This design comes from an exercise in tuning for small area, a short achievable clock period and few clock cycles per item on the open sky130 flow, not from production work. At most, simulation tests tie the RTL to the original design; equivalence was not proved.

==> flow/design.v <==
module riscv_m_unit(
    input  logic        clk,
    input  logic        resetn,
    input  logic        valid,
    input  logic [31:0] instruction,
    input  logic [31:0] rs1,
    input  logic [31:0] rs2,
    output logic        wr,
    output logic [31:0] rd,
    output logic        busy,
    output logic        ready
);
localparam logic [36:0] QV = 37'd12289;
localparam logic [3:0] S_IDLE  = 4'd0,
                       S_START = 4'd1,
                       S_MUL   = 4'd2,
                       S_MFIN  = 4'd3,
                       S_NEGX  = 4'd4,
                       S_ALIGN = 4'd5,
                       S_DIV   = 4'd6,
                       S_FIN   = 4'd7,
                       S_RFIX  = 4'd8,
                       S_FIXS  = 4'd9,
                       S_MQ3   = 4'd10,
                       S_MQSUB = 4'd11,
                       S_DONE  = 4'd12;
function automatic [4:0] hipos(input logic [31:0] v);
    logic [7:0]  nz;
    logic [15:0] pos;
    logic [2:0]  hn;
    integer i;
    for (i = 0; i < 8; i = i + 1) begin
        nz[i] = |v[4*i +: 4];
        pos[2*i +: 2] = v[4*i+3] ? 2'd3 : v[4*i+2] ? 2'd2 : v[4*i+1] ? 2'd1 : 2'd0;
    end
    hn = 3'd0;
    for (i = 0; i < 8; i = i + 1)
        if (nz[i]) hn = i[2:0];
    hipos = {hn, pos[2*hn +: 2]};
endfunction
function automatic [2:0] m3add(input logic [2:0] a, input logic [2:0] b);
    m3add[0] = (a[0] & b[0]) | (a[1] & b[2]) | (a[2] & b[1]);
    m3add[1] = (a[0] & b[1]) | (a[1] & b[0]) | (a[2] & b[2]);
    m3add[2] = (a[0] & b[2]) | (a[1] & b[1]) | (a[2] & b[0]);
endfunction
function automatic [16:0] div3(input logic [15:0] y);
    logic [2:0]  m [0:7];
    logic [2:0]  r [0:8];
    logic [2:0]  m54, m32, m10, m3210;
    logic [1:0]  d;
    logic [15:0] q;
    integer k;
    for (k = 0; k < 8; k = k + 1) begin
        d = y[2*k +: 2];
        m[k] = {d == 2'd2, d == 2'd1, (d == 2'd0) | (d == 2'd3)};
    end
    m54   = m3add(m[5], m[4]);
    m32   = m3add(m[3], m[2]);
    m10   = m3add(m[1], m[0]);
    m3210 = m3add(m32, m10);
    r[8] = 3'b001;
    r[7] = m[7];
    r[6] = m3add(m[7], m[6]);
    r[5] = m3add(r[6], m[5]);
    r[4] = m3add(r[6], m54);
    r[3] = m3add(r[4], m[3]);
    r[2] = m3add(r[4], m32);
    r[1] = m3add(r[2], m[1]);
    r[0] = m3add(r[4], m3210);
    for (k = 0; k < 8; k = k + 1) begin
        d = y[2*k +: 2];
        q[2*k+1] = (r[k+1][1] & d[1]) | r[k+1][2];
        q[2*k]   = (r[k+1][0] & (d == 2'd3)) | (r[k+1][1] & ~d[1]) | (r[k+1][2] & (d != 2'd0));
    end
    div3 = {r[0][2], r[0][1], q[14:0]};
endfunction
function automatic [2:0] bsel(input logic [2:0] d);
    case (d)
        3'b001, 3'b010: bsel = 3'b100;
        3'b011:         bsel = 3'b010;
        3'b100:         bsel = 3'b011;
        3'b101, 3'b110: bsel = 3'b101;
        default:        bsel = 3'b000;
    endcase
endfunction
localparam logic [3:0] OP_MUL  = 4'd0,
                       OP_MUL0 = 4'd1,    
                       OP_ADDM = 4'd2,    
                       OP_SUBM = 4'd3,    
                       OP_NEGH = 4'd4,    
                       OP_NEGX = 4'd5,    
                       OP_NEGL = 4'd6,    
                       OP_DIV  = 4'd7,    
                       OP_RFIX = 4'd8,    
                       OP_ADDQ = 4'd9,    
                       OP_MFIN = 4'd10;   
logic [3:0]  st, nst, op_n;
logic        rdy_q, busy_q, rsel;
logic [33:0] H;
logic [32:0] X;
logic [31:0] L;
logic [4:0]  cnt;
logic [2:0]  f3;
logic        cust;
logic        sn, sd, dzq, qzq;
logic        k_dneg;         
logic        k_a0, k_q1, k_x, k_h, k_l, k_q, k_inv;
logic [2:0]  k_b0, k_b1;         
logic [2:0]  b0_n, b1_n;
wire acc_m  = (instruction[6:0] == 7'b0110011) && (instruction[31:25] == 7'b0000001);
wire acc_c  = (instruction[6:0] == 7'b0001011);
wire accept = valid && (acc_m || acc_c);
wire op_mulq = cust & f3[1];
wire op_mulc = op_mulq | (~cust & ~f3[2]);     
wire op_div  = ~cust & f3[2];
wire div_q   = ~f3[1];           
wire mul_lo  = ~cust & (f3 == 3'd0);
wire mulhu   = ~cust & (f3 == 3'd3);
wire [4:0] ph    = hipos(H[31:0] ^ {32{sn}});
wire [4:0] px    = hipos(X[31:0] ^ {32{sd}});
wire [5:0] sdiff = {1'b0, ph} + {5'd0, sn} - {1'b0, px};
wire dz  = (X[31:0] == 32'd0);
wire qz  = sdiff[5];
wire [32:0] xsh = {1'b0, X[31:0]} << cnt;
wire need_neg = div_q ? (sn ^ sd) : sn;
wire dstart = (st == S_START) & op_div;
wire        mul_now = (st == S_MUL) | ((st == S_START) & op_mulc);
wire [4:0]  lim     = op_mulq ? 5'd4 : 5'd8;
wire [4:0]  cnt_n   = cnt + 5'd1;
wire        mul_end = mul_now & (cnt_n == lim);
wire [36:0] xs      = {{4{X[32] & op_mulc}}, X};
wire [16:0] d3 = div3({H[11:0], L[31:28]});
wire         inv0   = k_inv | k_dneg | k_b0[0];
wire         gx     = k_x;
wire [36:0]  hs     = {{3{H[33]}}, H};
wire [36:0]  add_a  = k_a0 ? 37'd0 : hs;
wire [36:0]  add_b0 = ((xs & {37{gx | k_b0[2]}}) | ({xs[35:0], 1'b0} & {37{k_b0[1]}})
                     | ({5'd0, H[31:0]} & {37{k_h}}) | ({5'd0, L} & {37{k_l}})
                     | (QV & {37{k_q}})) ^ {37{inv0}};
wire [36:0]  add_b1 = (({xs[34:0], 2'b00} & {37{k_b1[2]}}) | ({xs[33:0], 3'b000} & {37{k_b1[1]}})
                     | (QV & {37{k_q1}})) ^ {37{k_b1[0] | k_q1}};
wire         c0     = inv0;
wire         c1     = k_b1[0] | k_q1;
wire [36:0]  csa_s  = add_a ^ add_b0 ^ add_b1;
wire [36:0]  csa_c  = (add_a & add_b0) | (add_a & add_b1) | (add_b0 & add_b1);
wire [36:0]  S      = csa_s + {csa_c[35:0], c0} + {36'd0, c1};
wire         s_neg  = S[36];
always_comb begin
    nst = st;
    case (st)
        S_IDLE:  nst = accept ? S_START : S_IDLE;
        S_START: begin
            if (cust & ~f3[1]) nst = s_neg ? S_FIXS : S_DONE;
            else if (op_div)   nst = S_ALIGN;
        end
        S_MFIN:  nst = S_DONE;
        S_ALIGN: nst = (dzq | qzq) ? S_DONE : S_DIV;
        S_DIV:   if (cnt == 5'd0) nst = div_q ? (need_neg ? S_FIN : S_DONE) : S_RFIX;
        S_RFIX:  nst = sn ? S_FIN : S_DONE;
        S_FIN:   nst = S_DONE;
        S_FIXS:  nst = s_neg ? S_FIXS : S_DONE;
        S_MQ3:   nst = S_MQSUB;
        S_MQSUB: nst = s_neg ? S_FIXS : S_DONE;
        S_DONE:  nst = S_IDLE;
        default: nst = S_IDLE;
    endcase
    if (mul_now)
        nst = mul_end ? (op_mulq ? S_MQ3 : ((mulhu & L[3]) ? S_MFIN : S_DONE)) : S_MUL;
end
always_comb begin
    op_n = OP_ADDQ;
    b0_n = 3'b000;
    b1_n = 3'b000;
    case (st)
        S_IDLE: begin
            if (instruction[3] ? instruction[13] : ~instruction[14]) begin
                op_n = OP_MUL0;
                b0_n = bsel({rs1[1:0], 1'b0});
                b1_n = bsel(rs1[3:1]);
            end else if (instruction[3])
                op_n = instruction[12] ? OP_SUBM : OP_ADDM;
            else
                op_n = OP_NEGX;
        end
        S_START: begin
            if (op_div)        op_n = OP_NEGH;
            else if (op_mulc) begin
                op_n = OP_MUL;
                b0_n = bsel(L[5:3]);
                b1_n = bsel(L[7:5]);
            end
        end
        S_MUL: begin
            if (mul_end) op_n = OP_MFIN;
            else begin
                op_n = OP_MUL;
                b0_n = bsel(L[5:3]);
                b1_n = bsel(L[7:5]);
            end
        end
        S_ALIGN: op_n = OP_DIV;
        S_DIV:   op_n = (cnt == 5'd0) ? (div_q ? OP_NEGL : OP_RFIX) : OP_DIV;
        S_RFIX:  op_n = OP_NEGH;
        S_MQ3:   op_n = OP_SUBM;
        default: op_n = OP_ADDQ;
    endcase
end
always_ff @(posedge clk) begin
    k_b0   <= b0_n;
    k_b1   <= b1_n;
    k_a0   <= (op_n == OP_MUL0) | (op_n == OP_NEGH) | (op_n == OP_NEGX) | (op_n == OP_NEGL);
    k_q1   <= (op_n == OP_ADDM);
    k_x    <= (op_n == OP_ADDM) | (op_n == OP_SUBM) | (op_n == OP_NEGX) | (op_n == OP_DIV)
            | ((op_n == OP_RFIX) & s_neg) | (op_n == OP_MFIN);
    k_h    <= (op_n == OP_NEGH);
    k_l    <= (op_n == OP_NEGL);
    k_q    <= (op_n == OP_ADDQ);
    k_inv  <= (op_n == OP_SUBM) | (op_n == OP_NEGH) | (op_n == OP_NEGX) | (op_n == OP_NEGL);
    k_dneg <= (op_n == OP_DIV) & ((st == S_DIV) ? ~s_neg : 1'b1);
end
always_ff @(posedge clk or negedge resetn) begin
    if (!resetn) begin
        st     <= S_IDLE;
        rdy_q  <= 1'b0;
        busy_q <= 1'b0;
    end else begin
        st     <= nst;
        rdy_q  <= (nst == S_DONE);
        busy_q <= (nst != S_IDLE) && (nst != S_DONE);
    end
end
always_ff @(posedge clk)
    rsel <= mul_lo | (op_div & div_q & (st != S_FIN));
always_ff @(posedge clk) begin
    if (st == S_IDLE) begin
        H    <= {2'b00, rs1};
        X    <= {rs2[31] & ~instruction[14] & ~instruction[13] & ~instruction[3], rs2};
        L    <= rs1;
        f3   <= instruction[14:12];
        cust <= instruction[3];
        sn   <= rs1[31] & ~instruction[12];
        sd   <= rs2[31] & ~instruction[12];
        cnt  <= 5'd0;
    end
    if (mul_now) begin
        cnt  <= cnt_n;
        H    <= {S[36], S[36:4]};
        L    <= {S[3:0], L[31:4]};
    end
    if (dstart) begin
        L   <= dz ? 32'hffffffff : 32'd0;
        dzq <= dz;
        qzq <= qz;
        cnt <= sdiff[4:0];
        if (sd) X <= {1'b0, S[31:0]};
    end
    case (st)
        S_START: if (cust & ~f3[1]) H <= S[33:0];
        S_ALIGN: begin
            X <= xsh;
            if (sn & ~dzq & ~qzq) H <= {2'b00, S[31:0]};
        end
        S_DIV: begin
            H <= S[33:0];
            L <= {L[30:0], ~s_neg};
            if (cnt != 5'd0) begin
                X   <= {1'b0, X[32:1]};
                cnt <= cnt - 5'd1;
            end
        end
        S_MFIN, S_RFIX, S_FIN, S_FIXS, S_MQSUB: H <= S[33:0];
        S_MQ3: begin
            H <= {20'd0, d3[16:15], L[27:16]};
            X <= {18'd0, d3[14:0]};
        end
        default: ;
    endcase
end
assign rd    = rsel ? L : H[31:0];
assign ready = rdy_q;
assign wr    = rdy_q;
assign busy  = busy_q;
endmodule
clock: 11.0 ns
lec_check: 0
cap_margin: 20
core_margin: 2
core_utilization: 40
slew_margin: 20
tns_end_percent: 100
standard.sh (not shown) runs the stock make flow with config.mk's settings and CLKGATE_MAP_FILE= SYNTH_SCRIPT=/design/flow/synth_recipe.tcl, a recipe that flattens the netlist after the stock synthesis.
==> flow/flow/run.sh <==
#!/bin/bash
set -euo pipefail
bash standard.sh SETUP_SLACK_MARGIN=6.5 finish > standard_flow.log 2>&1
The starting point finished clean.
Rerun with:
--- a/flow/design.v
+++ b/flow/design.v
@@ -24,20 +24,12 @@
                        S_MQ3   = 4'd10,
                        S_MQSUB = 4'd11,
                        S_DONE  = 4'd12;
 function automatic [4:0] hipos(input logic [31:0] v);
-    logic [7:0]  nz;
-    logic [15:0] pos;
-    logic [2:0]  hn;
     integer i;
-    for (i = 0; i < 8; i = i + 1) begin
-        nz[i] = |v[4*i +: 4];
-        pos[2*i +: 2] = v[4*i+3] ? 2'd3 : v[4*i+2] ? 2'd2 : v[4*i+1] ? 2'd1 : 2'd0;
-    end
-    hn = 3'd0;
-    for (i = 0; i < 8; i = i + 1)
-        if (nz[i]) hn = i[2:0];
-    hipos = {hn, pos[2*hn +: 2]};
+    hipos = 5'd0;
+    for (i = 0; i < 32; i = i + 1)
+        if (v[i]) hipos = i[4:0];
 endfunction
 function automatic [2:0] m3add(input logic [2:0] a, input logic [2:0] b);
     m3add[0] = (a[0] & b[0]) | (a[1] & b[2]) | (a[2] & b[1]);
     m3add[1] = (a[0] & b[1]) | (a[1] & b[0]) | (a[2] & b[2]);
@@ -103,9 +95,9 @@
 logic [2:0]  f3;
 logic        cust;
 logic        sn, sd, dzq, qzq;
 logic        k_dneg;         
-logic        k_a0, k_q1, k_x, k_h, k_l, k_q, k_inv;
+logic        k_q1, k_x, k_h, k_l, k_q, k_ainv, k_bn;
 logic [2:0]  k_b0, k_b1;         
 logic [2:0]  b0_n, b1_n;
 wire acc_m  = (instruction[6:0] == 7'b0110011) && (instruction[31:25] == 7'b0000001);
 wire acc_c  = (instruction[6:0] == 7'b0001011);
@@ -129,39 +121,39 @@
 wire [4:0]  cnt_n   = cnt + 5'd1;
 wire        mul_end = mul_now & (cnt_n == lim);
 wire [36:0] xs      = {{4{X[32] & op_mulc}}, X};
 wire [16:0] d3 = div3({H[11:0], L[31:28]});
-wire         inv0   = k_inv | k_dneg | k_b0[0];
-wire         gx     = k_x;
+wire         inv0   = k_bn | k_dneg | k_b0[0];
 wire [36:0]  hs     = {{3{H[33]}}, H};
-wire [36:0]  add_a  = k_a0 ? 37'd0 : hs;
-wire [36:0]  add_b0 = ((xs & {37{gx | k_b0[2]}}) | ({xs[35:0], 1'b0} & {37{k_b0[1]}})
-                     | ({5'd0, H[31:0]} & {37{k_h}}) | ({5'd0, L} & {37{k_l}})
+wire [36:0]  add_a  = ((hs & {37{k_h}}) | ({5'd0, L} & {37{k_l}})) ^ {37{k_ainv}};
+wire [36:0]  add_b0 = ((xs & {37{k_x | k_b0[2]}}) | ({xs[35:0], 1'b0} & {37{k_b0[1]}})
                      | (QV & {37{k_q}})) ^ {37{inv0}};
 wire [36:0]  add_b1 = (({xs[34:0], 2'b00} & {37{k_b1[2]}}) | ({xs[33:0], 3'b000} & {37{k_b1[1]}})
                      | (QV & {37{k_q1}})) ^ {37{k_b1[0] | k_q1}};
-wire         c0     = inv0;
+wire         c0     = inv0 | k_ainv;
 wire         c1     = k_b1[0] | k_q1;
 wire [36:0]  csa_s  = add_a ^ add_b0 ^ add_b1;
 wire [36:0]  csa_c  = (add_a & add_b0) | (add_a & add_b1) | (add_b0 & add_b1);
-wire [36:0]  S      = csa_s + {csa_c[35:0], c0} + {36'd0, c1};
+wire [37:0]  sum_x  = {csa_s, c1} + {csa_c[35:0], c0, c1};
+wire [36:0]  S      = sum_x[37:1];
 wire         s_neg  = S[36];
+wire         q_neg  = S[16];
 always_comb begin
     nst = st;
     case (st)
         S_IDLE:  nst = accept ? S_START : S_IDLE;
         S_START: begin
-            if (cust & ~f3[1]) nst = s_neg ? S_FIXS : S_DONE;
+            if (cust & ~f3[1]) nst = q_neg ? S_FIXS : S_DONE;
             else if (op_div)   nst = S_ALIGN;
         end
         S_MFIN:  nst = S_DONE;
         S_ALIGN: nst = (dzq | qzq) ? S_DONE : S_DIV;
         S_DIV:   if (cnt == 5'd0) nst = div_q ? (need_neg ? S_FIN : S_DONE) : S_RFIX;
         S_RFIX:  nst = sn ? S_FIN : S_DONE;
         S_FIN:   nst = S_DONE;
-        S_FIXS:  nst = s_neg ? S_FIXS : S_DONE;
+        S_FIXS:  nst = q_neg ? S_FIXS : S_DONE;
         S_MQ3:   nst = S_MQSUB;
-        S_MQSUB: nst = s_neg ? S_FIXS : S_DONE;
+        S_MQSUB: nst = q_neg ? S_FIXS : S_DONE;
         S_DONE:  nst = S_IDLE;
         default: nst = S_IDLE;
     endcase
     if (mul_now)
@@ -207,16 +199,16 @@
 end
 always_ff @(posedge clk) begin
     k_b0   <= b0_n;
     k_b1   <= b1_n;
-    k_a0   <= (op_n == OP_MUL0) | (op_n == OP_NEGH) | (op_n == OP_NEGX) | (op_n == OP_NEGL);
+    k_h    <= (op_n != OP_MUL0) & (op_n != OP_NEGX) & (op_n != OP_NEGL);
     k_q1   <= (op_n == OP_ADDM);
     k_x    <= (op_n == OP_ADDM) | (op_n == OP_SUBM) | (op_n == OP_NEGX) | (op_n == OP_DIV)
             | ((op_n == OP_RFIX) & s_neg) | (op_n == OP_MFIN);
-    k_h    <= (op_n == OP_NEGH);
     k_l    <= (op_n == OP_NEGL);
     k_q    <= (op_n == OP_ADDQ);
-    k_inv  <= (op_n == OP_SUBM) | (op_n == OP_NEGH) | (op_n == OP_NEGX) | (op_n == OP_NEGL);
+    k_ainv <= (op_n == OP_NEGH) | (op_n == OP_NEGL);
+    k_bn   <= (op_n == OP_SUBM) | (op_n == OP_NEGX);
     k_dneg <= (op_n == OP_DIV) & ((st == S_DIV) ? ~s_neg : 1'b1);
 end
 always_ff @(posedge clk or negedge resetn) begin
     if (!resetn) begin
Clock-buffer cell count came out higher by 2.
Global-route usage decreases by 3.3 points.
Non-clock buffer count went down by 18.
Utilization drops by 1.5 points.
First-iteration DRC count came out lower by 8.1%.
Via count shrinks by 2.0%.
Critical path depth is unchanged.
Testbench counts after the change, summed over its fixed seeds: cycles 40,021, items 4,800.
Only the layout flow was run in the first run of this note; the RTL was not checked for function there.

==> static timing again, ports no longer ideal <==
In the flow no input, the clock included, has a driving cell. The finished layouts below were timed again as built, in two steps. Step 1 sets driving cells, clkbuf_16 on the clock port and buf_2 on the other inputs (assumed; they add their load-dependent delay and slew). Step 2 adds t to the input delays and takes it off the output delays; t is the mean of the earliest and latest rising clock arrival at the registers after step 1. Input paths then give back, and output paths get back, about the clock's delay inside the block. Slacks: no drivers / after step 1 / after step 2; pairs: no drivers / after step 1.
run	t (ns)	slack for setup (ns)	hold slack, ns	worst data-port slew with drivers (ns)
the first run	0.514	6.475 / 6.475 / 6.475	0.507 / 0.507 / 0.507	0.06
the second run	0.510	6.567 / 6.567 / 6.542	0.478 / 0.478 / 0.478	0.07
After both steps setup and hold are still met in every run listed. The setup slack of the second run, which loses most, moves by 0.000 ns with the drivers and by -0.025 ns with both steps.
